Background: an optimization exercise with open tools, aiming at a short achievable clock period and few clock cycles. Do not read the settings as production practice. For this run, only the layout was checked, not whether the RTL still works. Power figures rest on the tool's default switching activity, not on a simulated workload.

<file path="design/flow/design.v">
module riscv_core #(
    parameter DATA_MEM_SIZE = 1024
) (
    input  logic        clk,
    input  logic        rst_n,
    output logic [31:0] instr_rd_addr,
    input  logic [31:0] instr_rd_data,
    output logic [31:0] data_rd_addr,
    input  logic [31:0] data_rd_data,
    output logic [1:0]  data_wr,
    output logic [31:0] data_wr_addr,
    output logic [31:0] data_wr_data,
    output logic [2:0]  halt
);
    logic [31:0] f_pc;
    logic        d_valid;
    logic [31:0] d_pc;
    logic        e_valid;
    logic [31:0] e_pc, e_a, e_b, e_sd, e_imm, e_target, e_link;
    logic [4:0]  e_rd;
    logic        e_fa_m, e_fa_w, e_fb_m, e_fb_w, e_fs_m, e_fs_w;
    logic        e_sub, e_sra;
    logic [8:0]  e_sel;       
    logic        e_br, e_jalr, e_pred, e_brskip, e_ld, e_st, e_env;
    logic [2:0]  e_f3;
    logic [31:0] m_res, m_addr, m_wdata;
    logic [1:0]  m_wr;
    logic [4:0]  m_rd;
    logic        m_ld, m_mem;
    logic [2:0]  m_f3;
    logic [31:0] w_res;
    logic [4:0]  w_rd;
    logic        w_ld;
    logic [2:0]  w_f3;
    logic        halt0, halt1, halt2;
    logic [31:0] rf [1:31];
    logic [31:0] ld_val, wb_val;
    always_comb begin
        case (w_f3)
            3'h0:    ld_val = {{24{data_rd_data[7]}}, data_rd_data[7:0]};
            3'h1:    ld_val = {{16{data_rd_data[15]}}, data_rd_data[15:0]};
            3'h4:    ld_val = {24'h0, data_rd_data[7:0]};
            3'h5:    ld_val = {16'h0, data_rd_data[15:0]};
            default: ld_val = data_rd_data;
        endcase
        wb_val = w_ld ? ld_val : w_res;
    end
    always_ff @(posedge clk) begin
        if (w_rd != 5'd0) rf[w_rd] <= wb_val;
    end
    logic [31:0] ins;
    assign ins = instr_rd_data;
    logic [6:0] opc;
    logic [2:0] f3;
    logic [6:0] f7;
    logic [4:0] rd, rs1, rs2;
    assign opc = ins[6:0];
    assign f3  = ins[14:12];
    assign f7  = ins[31:25];
    assign rd  = ins[11:7];
    assign rs1 = ins[19:15];
    assign rs2 = ins[24:20];
    logic is_lui, is_auipc, is_jal, is_jalr, is_br, is_ld, is_st, is_opi, is_op, is_sys;
    assign is_lui   = opc == 7'b0110111;
    assign is_auipc = opc == 7'b0010111;
    assign is_jal   = opc == 7'b1101111;
    assign is_jalr  = opc == 7'b1100111;
    assign is_br    = opc == 7'b1100011;
    assign is_ld    = opc == 7'b0000011;
    assign is_st    = opc == 7'b0100011;
    assign is_opi   = opc == 7'b0010011;
    assign is_op    = opc == 7'b0110011;
    assign is_sys   = opc == 7'b1110011;
    logic legal;
    always_comb begin
        legal = 1'b0;
        if (is_op) begin
            case (f3)
                3'h0, 3'h5: legal = f7 == 7'h00 || f7 == 7'h20;
                default:    legal = f7 == 7'h00;
            endcase
        end
        if (is_opi) begin
            case (f3)
                3'h1:    legal = f7 == 7'h00;
                3'h5:    legal = f7 == 7'h00 || f7 == 7'h20;
                default: legal = 1'b1;
            endcase
        end
        if (is_ld)  legal = f3 != 3'h3 && f3 != 3'h6 && f3 != 3'h7;
        if (is_st)  legal = f3 == 3'h0 || f3 == 3'h1 || f3 == 3'h2;
        if (is_br)  legal = f3 != 3'h2 && f3 != 3'h3;
        if (is_jalr) legal = f3 == 3'h0;
        if (is_jal || is_lui || is_auipc) legal = 1'b1;
        if (is_sys) legal = f3 == 3'h0 && ins[31:21] == 11'h0;
    end
    logic [31:0] imm_i, imm_s, imm_b, imm_u, imm_j, imm;
    assign imm_i = {{20{ins[31]}}, ins[31:20]};
    assign imm_s = {{20{ins[31]}}, ins[31:25], ins[11:7]};
    assign imm_b = {{19{ins[31]}}, ins[31], ins[7], ins[30:25], ins[11:8], 1'b0};
    assign imm_u = {ins[31:12], 12'h0};
    assign imm_j = {{11{ins[31]}}, ins[31], ins[19:12], ins[20], ins[30:21], 1'b0};
    always_comb begin
        if (is_st)                  imm = imm_s;
        else if (is_br)             imm = imm_b;
        else if (is_lui || is_auipc) imm = imm_u;
        else if (is_jal)            imm = imm_j;
        else                        imm = imm_i;
    end
    logic use1, use2, wen;
    assign use1 = is_op || is_opi || is_ld || is_st || is_br || is_jalr;
    assign use2 = is_op || is_st || is_br;
    assign wen  = (is_op || is_opi || is_ld || is_jal || is_jalr || is_lui || is_auipc) && rd != 5'd0;
    logic [31:0] rv1, rv2;
    always_comb begin
        rv1 = rf[rs1];
        if (rs1 == 5'd0) rv1 = 32'h0;
        else if (rs1 == w_rd) rv1 = wb_val;
        rv2 = rf[rs2];
        if (rs2 == 5'd0) rv2 = 32'h0;
        else if (rs2 == w_rd) rv2 = wb_val;
    end
    logic h1_e, h1_m, h2_e, h2_m;
    assign h1_e = use1 && rs1 != 5'd0 && e_valid && rs1 == e_rd;
    assign h1_m = use1 && rs1 != 5'd0 && rs1 == m_rd;
    assign h2_e = use2 && rs2 != 5'd0 && e_valid && rs2 == e_rd;
    assign h2_m = use2 && rs2 != 5'd0 && rs2 == m_rd;
    logic d_stall;
    assign d_stall = d_valid && ((h1_e && e_ld) || (h1_m && m_ld) || (h2_e && e_ld) || (h2_m && m_ld));
    logic [31:0] d_target;
    assign d_target = d_pc + (is_jal ? imm_j : imm_b);
    logic d_pred, d_redirect, off4;
    assign off4 = is_jal ? (imm_j == 32'd4) : (imm_b == 32'd4);
    assign d_pred = (is_jal || (is_br && ins[31])) && !off4;
    assign d_redirect = d_valid && d_pred;
    logic [31:0] a, b, sd;
    assign a  = e_fa_m ? m_res : e_fa_w ? w_res : e_a;
    assign b  = e_fb_m ? m_res : e_fb_w ? w_res : e_b;
    assign sd = e_fs_m ? m_res : e_fs_w ? w_res : e_sd;
    logic [31:0] sum, addr;
    assign sum  = e_sub ? a - b : a + b;
    assign addr = a + e_imm;
    logic [31:0] sll_r, sr_r;
    assign sll_r = a << b[4:0];
    assign sr_r  = $signed({e_sra & a[31], a}) >>> b[4:0];
    logic eq, lt, ltu;
    assign eq  = a == b;
    assign lt  = $signed(a) < $signed(b);
    assign ltu = a < b;
    logic [31:0] res;
    always_comb begin
        res = 32'h0;
        if (e_sel[0]) res = res | sum;
        if (e_sel[1]) res = res | (a ^ b);
        if (e_sel[2]) res = res | (a | b);
        if (e_sel[3]) res = res | (a & b);
        if (e_sel[4]) res = res | sll_r;
        if (e_sel[5]) res = res | sr_r;
        if (e_sel[6]) res = res | {31'h0, lt};
        if (e_sel[7]) res = res | {31'h0, ltu};
        if (e_sel[8]) res = res | e_link;
    end
    logic cond, taken;
    always_comb begin
        case (e_f3[2:1])
            2'b00:   cond = eq;
            2'b10:   cond = lt;
            default: cond = ltu;
        endcase
        taken = cond ^ e_f3[0];
    end
    logic e_redirect;
    logic [31:0] e_tgt;
    always_comb begin
        e_redirect = 1'b0;
        e_tgt = e_target;
        if (e_valid) begin
            if (e_jalr) begin
                e_redirect = 1'b1;
                e_tgt = addr;
            end else if (e_br && !e_brskip) begin
                if (e_pred && !taken) begin
                    e_redirect = 1'b1;
                    e_tgt = e_link;
                end else if (!e_pred && taken) begin
                    e_redirect = 1'b1;
                    e_tgt = e_target;
                end
            end
        end
    end
    always_ff @(posedge clk) begin
        if (!rst_n) begin
            f_pc    <= 32'h0;
            d_valid <= 1'b0;
            e_valid <= 1'b0;
            m_rd    <= 5'd0;
            m_wr    <= 2'd0;
            m_ld    <= 1'b0;
            m_mem   <= 1'b0;
            w_rd    <= 5'd0;
            w_ld    <= 1'b0;
            halt0   <= 1'b0;
            halt1   <= 1'b0;
            halt2   <= 1'b0;
        end else begin
            if (e_redirect)       f_pc <= e_tgt;
            else if (d_stall)     f_pc <= d_pc;
            else if (d_redirect)  f_pc <= d_target;
            else                  f_pc <= f_pc + 32'd4;
            d_valid <= !(e_redirect || d_stall || d_redirect);
            e_valid <= d_valid && !d_stall && !e_redirect;
            m_rd  <= e_valid ? e_rd : 5'd0;
            m_ld  <= e_valid && e_ld;
            m_mem <= e_valid && (e_ld || e_st);
            m_wr  <= (e_valid && e_st) ? (e_f3[1] ? 2'd3 : e_f3[0] ? 2'd2 : 2'd1) : 2'd0;
            w_rd <= m_rd;
            w_ld <= m_ld;
            if (d_valid && !legal) halt0 <= 1'b1;
            if (m_mem && m_addr[31:10] != 22'h0) halt1 <= 1'b1;
            if (e_valid && e_env) halt2 <= 1'b1;
        end
    end
    always_ff @(posedge clk) begin
        d_pc <= f_pc;
        e_pc     <= d_pc;
        e_link   <= d_pc + 32'd4;
        e_target <= d_target;
        e_imm    <= imm;
        e_rd     <= wen ? rd : 5'd0;
        e_a      <= is_lui ? 32'h0 : is_auipc ? d_pc : rv1;
        e_b      <= (is_op || is_br) ? rv2 : imm;
        e_sd     <= rv2;
        e_fa_m   <= use1 && h1_e;
        e_fa_w   <= use1 && !h1_e && h1_m;
        e_fb_m   <= (is_op || is_br) && h2_e;
        e_fb_w   <= (is_op || is_br) && !h2_e && h2_m;
        e_fs_m   <= h2_e;
        e_fs_w   <= !h2_e && h2_m;
        e_sub    <= is_op && f3 == 3'h0 && ins[30];
        e_sra    <= ins[30];
        e_sel[0] <= ((is_op || is_opi) && f3 == 3'h0) || is_lui || is_auipc;
        e_sel[1] <= (is_op || is_opi) && f3 == 3'h4;
        e_sel[2] <= (is_op || is_opi) && f3 == 3'h6;
        e_sel[3] <= (is_op || is_opi) && f3 == 3'h7;
        e_sel[4] <= (is_op || is_opi) && f3 == 3'h1;
        e_sel[5] <= (is_op || is_opi) && f3 == 3'h5;
        e_sel[6] <= (is_op || is_opi) && f3 == 3'h2;
        e_sel[7] <= (is_op || is_opi) && f3 == 3'h3;
        e_sel[8] <= is_jal || is_jalr;
        e_br     <= is_br;
        e_jalr   <= is_jalr;
        e_pred   <= d_pred;
        e_brskip <= off4;
        e_ld     <= is_ld;
        e_st     <= is_st;
        e_env    <= is_sys && legal;
        e_f3     <= f3;
        m_res   <= res;
        m_addr  <= addr;
        m_wdata <= sd;
        m_f3    <= e_f3;
        w_res <= m_res;
        w_f3  <= m_f3;
    end
    assign instr_rd_addr = f_pc;
    assign data_rd_addr  = m_addr;
    assign data_wr_addr  = m_addr;
    assign data_wr_data  = m_wdata;
    assign data_wr       = m_wr;
    assign halt          = {halt2, halt1, halt0};
endmodule
</file>
<file path="design/flow/run.sh">
#!/bin/bash
# synth_recipe.tcl (not shown) runs the flow's synth.tcl, then flattens the netlist and writes it again
# the make line also repeats each setting of config.mk as NAME=value (left out here)
make -C /OpenROAD-flow-scripts/flow DESIGN_CONFIG=/design/flow/config.mk WORK_HOME=/design/flow/orfs CLKGATE_MAP_FILE= SYNTH_SCRIPT=/design/flow/synth_recipe.tcl finish
</file>
<file path="design/flow/config.mk">
export PLATFORM = sky130hd
export DESIGN_NAME = riscv_core
export DESIGN_NICKNAME = riscv_core
export VERILOG_FILES = /design/flow/design.v
export SDC_FILE = /design/flow/constraint.sdc
export NUM_CORES = 4
export LEC_CHECK = 0
export ABC_AREA = 0
export ABC_CLOCK_PERIOD_IN_PS = 3000
export CAP_MARGIN = 20
export CORE_MARGIN = 2
export CORE_UTILIZATION = 40
export PLACE_DENSITY = 0.6
export SETUP_SLACK_MARGIN = 5
export SLEW_MARGIN = 20
</file>
<file path="design/flow/constraint.sdc">
create_clock -name core_clock -period 10.0 [get_ports {clk}]
set_input_delay 2.0000 -clock core_clock [delete_from_list [all_inputs] [get_ports {clk}]]
set_output_delay 2.0000 -clock core_clock [all_outputs]
set_load 0.01 [all_outputs]
</file>
==> impl_metrics.py <==
metrics = {
    "global_routing": {
        "use_met2_pct": 47.2,
        "track_usage_pct": 28.8,
        "grt.busiest_layer": "met2",
        "antenna_found_initial": 21,
        "grt_pass1_wl_um": 385000,
        "gr-total-overflow": 0,
        "grt_start_max_net_pins": 119,
        "met3_usage_pct": 4.92,
        "grt_pass1_vias": 50600,
        "grt_util_met1_pct": 35.8,
    },
    "synthesis": {
        "synth-xor-area-share_pct": 2.04,
        "yosys.area.top_type": "edfxtp_1",
        "synth_fa_ha_area_share_pct": 2.83,
        "synthCells": 5649,
        "synth_top_family_by_area": "multiplexers",
        "yosys.cell_types.count": 104,
        "postSynth.asyncResetShare_pct": 0,
        "synthSimpleGateAreaFrac_pct": 7.42,
        "synthTopCellsByArea": "edfxtp_1 40%, mux4_2 17%, dfxtp_1 12%, mux2i_1 4.3%, ha_1 2.7%",
        "synth_edf_count": 992,
        "yosysSeqAreaShare_pct": 52.2,
        "ys.flop_type": "edfxtp_1",
        "ys_ff_latch": 1433,
        "synth-compound-area-share_pct": 10.2,
        "ys_warn_count": 1,
        "synth_area_per_cell_um2": 13.1,
        "synth_top_area_share_pct": 40.3,
        "synth_nets": 5880,
        "synthMuxAreaShare_pct": 22.0,
        "synthesis.area_mm2": 0.0740,
    },
    "pwr": {
        "clockPowerShare_pct": 39.3,
        "p_switching_uw": 4140,
        "cellLeakagePower_uw": 0.0292,
        "peakVddDrop_mv": 0.174,
        "pwr-share-seq_pct": 44.0,
        "p_int_uw": 10800,
        "comb_power_share_pct": 16.7,
        "p_per_area_mw_per_mm2": 175,
        "p_sw_share_pct": 27.8,
    },
    "worst_setup_path": {
        "cp-start-kind": "primary input",
        "critPathBufInv": 2,
        "path_max_fanout": 34,
        "reg2reg_slack_ns": 5.04,
        "critPathTopFamily": "buffers and inverters",
        "path_cells": "clkdlybuf4s50_1 -> or3_1 -> nor3_1 -> nand4_1 -> a22o_1 -> nand2_2 -> buf_4 -> a21oi_1 -> a21oi_1 -> o21ai_0 -> o221a_2",
        "critical_path.max_stage_delay_ns": 0.92,
        "path_common_cell": "a21oi_1",
        "slowest_stage": "clkdlybuf4s50_1",
        "crit_arrival_ns": 5.72,
        "required_ns": 10.72,
        "critPathKind": "primary input to flip-flop",
        "worstSetupEndpointType": "flip-flop",
    },
    "timing": {
        "tns_ns": 0,
        "slew-limit-headroom_pct": 11.2,
        "hold_viol_final": 0,
        "setup_violations": 0,
        "clock_skew_ns": 0.0737,
        "max_freq_mhz": 200,
        "finalWorstSetupSlack_ns": 5.00,
        "grt_setup_unrepaired": "true",
        "tightest_slew_ns": 1.33,
        "slew_violations": 0,
        "min_period_over_period_pct": 50.0,
        "period_minus_slack_ns": 5.00,
    },
    "routing": {
        "drt-total-wl_um": 276000,
        "wl_per_cell_um": 33.0,
        "first_iter_violations": 6320,
        "drt_pass1_iterations": 6,
        "vias": 52200,
        "viasPerCell": 6.24,
        "remaining_drc_errors": 0,
        "ant_nets": 0,
    },
    "placed_design": {
        "port_buffers": 198,
        "hpwl_um": 187000,
        "dp_slack_ns": 2.90,
        "gp_congestion": 1.03,
    },
    "layout": {
        "final-seq-area_mm2": 0.0386,
        "multi_input_area_mm2": 0.0339,
        "final_layout_size_suffix_gt1_share_pct": 21.2,
        "layout_common_cells": "992 x edfxtp_1, 558 x mux4_2, 433 x dfxtp_1",
        "fill_cells": 16300,
        "area_growth_pct": 15.1,
        "final_common_cell": "edfxtp_1",
        "nNetsFinal": 5997,
    },
    "floorplanning": {
        "initial_utilization_pct": 40.3,
        "die_x_um": 434,
        "core-area_mm2": 0.183,
        "num_io_pins": 199,
        "rows": 157,
        "die_y_um": 434,
        "die-area_mm2": 0.188,
    },
    "run": {
        "maxCapViolCount": 0,
    },
    "clock_tree": {
        "htree_levels": 4,
        "insertion_delay_ns": 0.83,
        "root_buffer": "clkbuf_16",
        "cts_tree": "done",
        "cts_max_path_buffers": 3,
        "clkTransAtPathRegs_ns": 0.06,
        "cts-buffers-inserted": 155,
        "cts_num_sinks": 1433,
    },
    "min_path": {
        "hold_path.class": "flip-flop to flip-flop",
    },
    "run_status": {
        "status": "timing/DRC/antenna clean",
    },
}
## layout make-up
cell class,count,share of cell area (%)
clock inverters,72,1.07
well taps,2464,3.62
multi-input cells,3663,39.9
clock buffers,208,5.03
inverters,118,0.524
diodes,9,0.0264
flip-flops and latches,1433,45.4
repair buffers,395,4.50
## flip-flops by register name, indices dropped and copies added, names as in the netlist, 2 cells and up
register,flops
rf,992
e_b,32
f_pc,32
m_f3,3
w_res,32
e_target,31
e_rd,5
e_a,32
m_wdata,32
w_rd,5
e_f3,3
m_rd,5
d_pc,32
m_wr,2
e_link,32
w_f3,3
m_res,32
e_sd,32
m_addr,32
e_sel,9
e_imm,32
## metal layers
metal / wire length (um) / vias up / share of wire, %
met5: 64 / - / 0.023
met4: 19800 / 10 / 7.2
met3: 21700 / 636 / 7.9
met2: 131000 / 2690 / 48
met1: 103000 / 26700 / 37
li1: - / 22100 / -
## cells in the mapped netlist (42+ instances only)
| library cell | count |
|---|---|
| edfxtp_1 | 992 |
| mux4_2 | 558 |
| nor2_1 | 459 |
| dfxtp_1 | 441 |
| nand2_1 | 430 |
| a21oi_1 | 337 |
| mux2i_1 | 320 |
| o21ai_0 | 235 |
| clkbuf_1 | 232 |
| ha_1 | 161 |
| xnor2_1 | 115 |
| inv_1 | 114 |
| buf_2 | 105 |
| a211oi_1 | 79 |
| o21a_1 | 70 |
| nand3_1 | 66 |
| a21o_1 | 65 |
| xor2_1 | 57 |
| buf_4 | 52 |
| nor3_1 | 49 |
| a22o_1 | 46 |
| buf_1 | 43 |
| a31oi_1 | 42 |
| mux2_2 | 42 |
## metrics by stage
stage / hold WS, ns / area (um^2) / cells / total power (uW) / util, %
3_3_place_gp: 0.314 / 78600 / 8006 / 9060 / 42.8
3_5_place_dp: 0.324 / 78600 / 8008 / 9050 / 42.8
5_1_grt: 0.339 / 85100 / 8354 / 15300 / 46.4
2_1_floorplan: 0.310 / 74100 / 5649 / 8070 / -
4_1_cts: 0.336 / 84400 / 8311 / 14900 / 46.0
6_report: 0.334 / 85200 / 8362 / 14900 / 46.4
## kinds of logic after synthesis
family          Yosys count
buf+inv                 554
compound gates         1164
flops                  1433
mux                     922
simple gates           1239
xor+xnor                172
fa+ha+maj               165
## repair_timing
action	in CTS	in global routing
hold endpoints to repair	0	0
hold buffers	0	0
gates resized for setup	97	83
pin swaps	14	34
gates cloned	4	4
buffers inserted	19	38
setup endpoints to repair	58	47
## power by group through the flow
stage                     Clock (uW)  Sequential (uW)  Combinational [uW]
after floorplan                    0             6670                1400
after global placement             0             6690                2370
after detailed placement           0             6690                2360
after CTS                       5920             6560                2400
after global routing            6150             6570                2610
final                           5870             6560                2500
## final timing paths
path                     start         to  depth (start not counted)
min                    m_f3[1]    w_f3[1]                          0
max reg2reg             e_fa_w  m_res[25]                         14
min reg2reg            m_f3[1]    w_f3[1]                          0
max          instr_rd_data[14]   f_pc[20]                         11

-- re-timing with driven ports --
In the flow no input, the clock included, has a driving cell. The finished layout below was timed again as built, in two steps. Step 1 (the two cells are an assumption about what drives the block):
set clk [get_ports {clk}]
set_driving_cell -lib_cell sky130_fd_sc_hd__clkbuf_16 $clk
set_driving_cell -lib_cell sky130_fd_sc_hd__buf_2 [delete_from_list [all_inputs] $clk]
Step 2, shift: input delay + t, output delay - t, t = (earliest + latest rising clock arrival at the registers) / 2. This alone moves slack from input paths to output paths. Three values: ideal, step 1, step 2; two values: the first two.
t, ns: 0.879
setup slack, ns: 4.998 / 5.038 / 4.176
clock arrival spread, ns: 0.076 / 0.076
worst data-port slew with drivers (ns): 0.14
After both steps this run still meets setup and hold. The setup slack of this run moves by +0.040 ns with the drivers and by -0.822 ns with both steps.
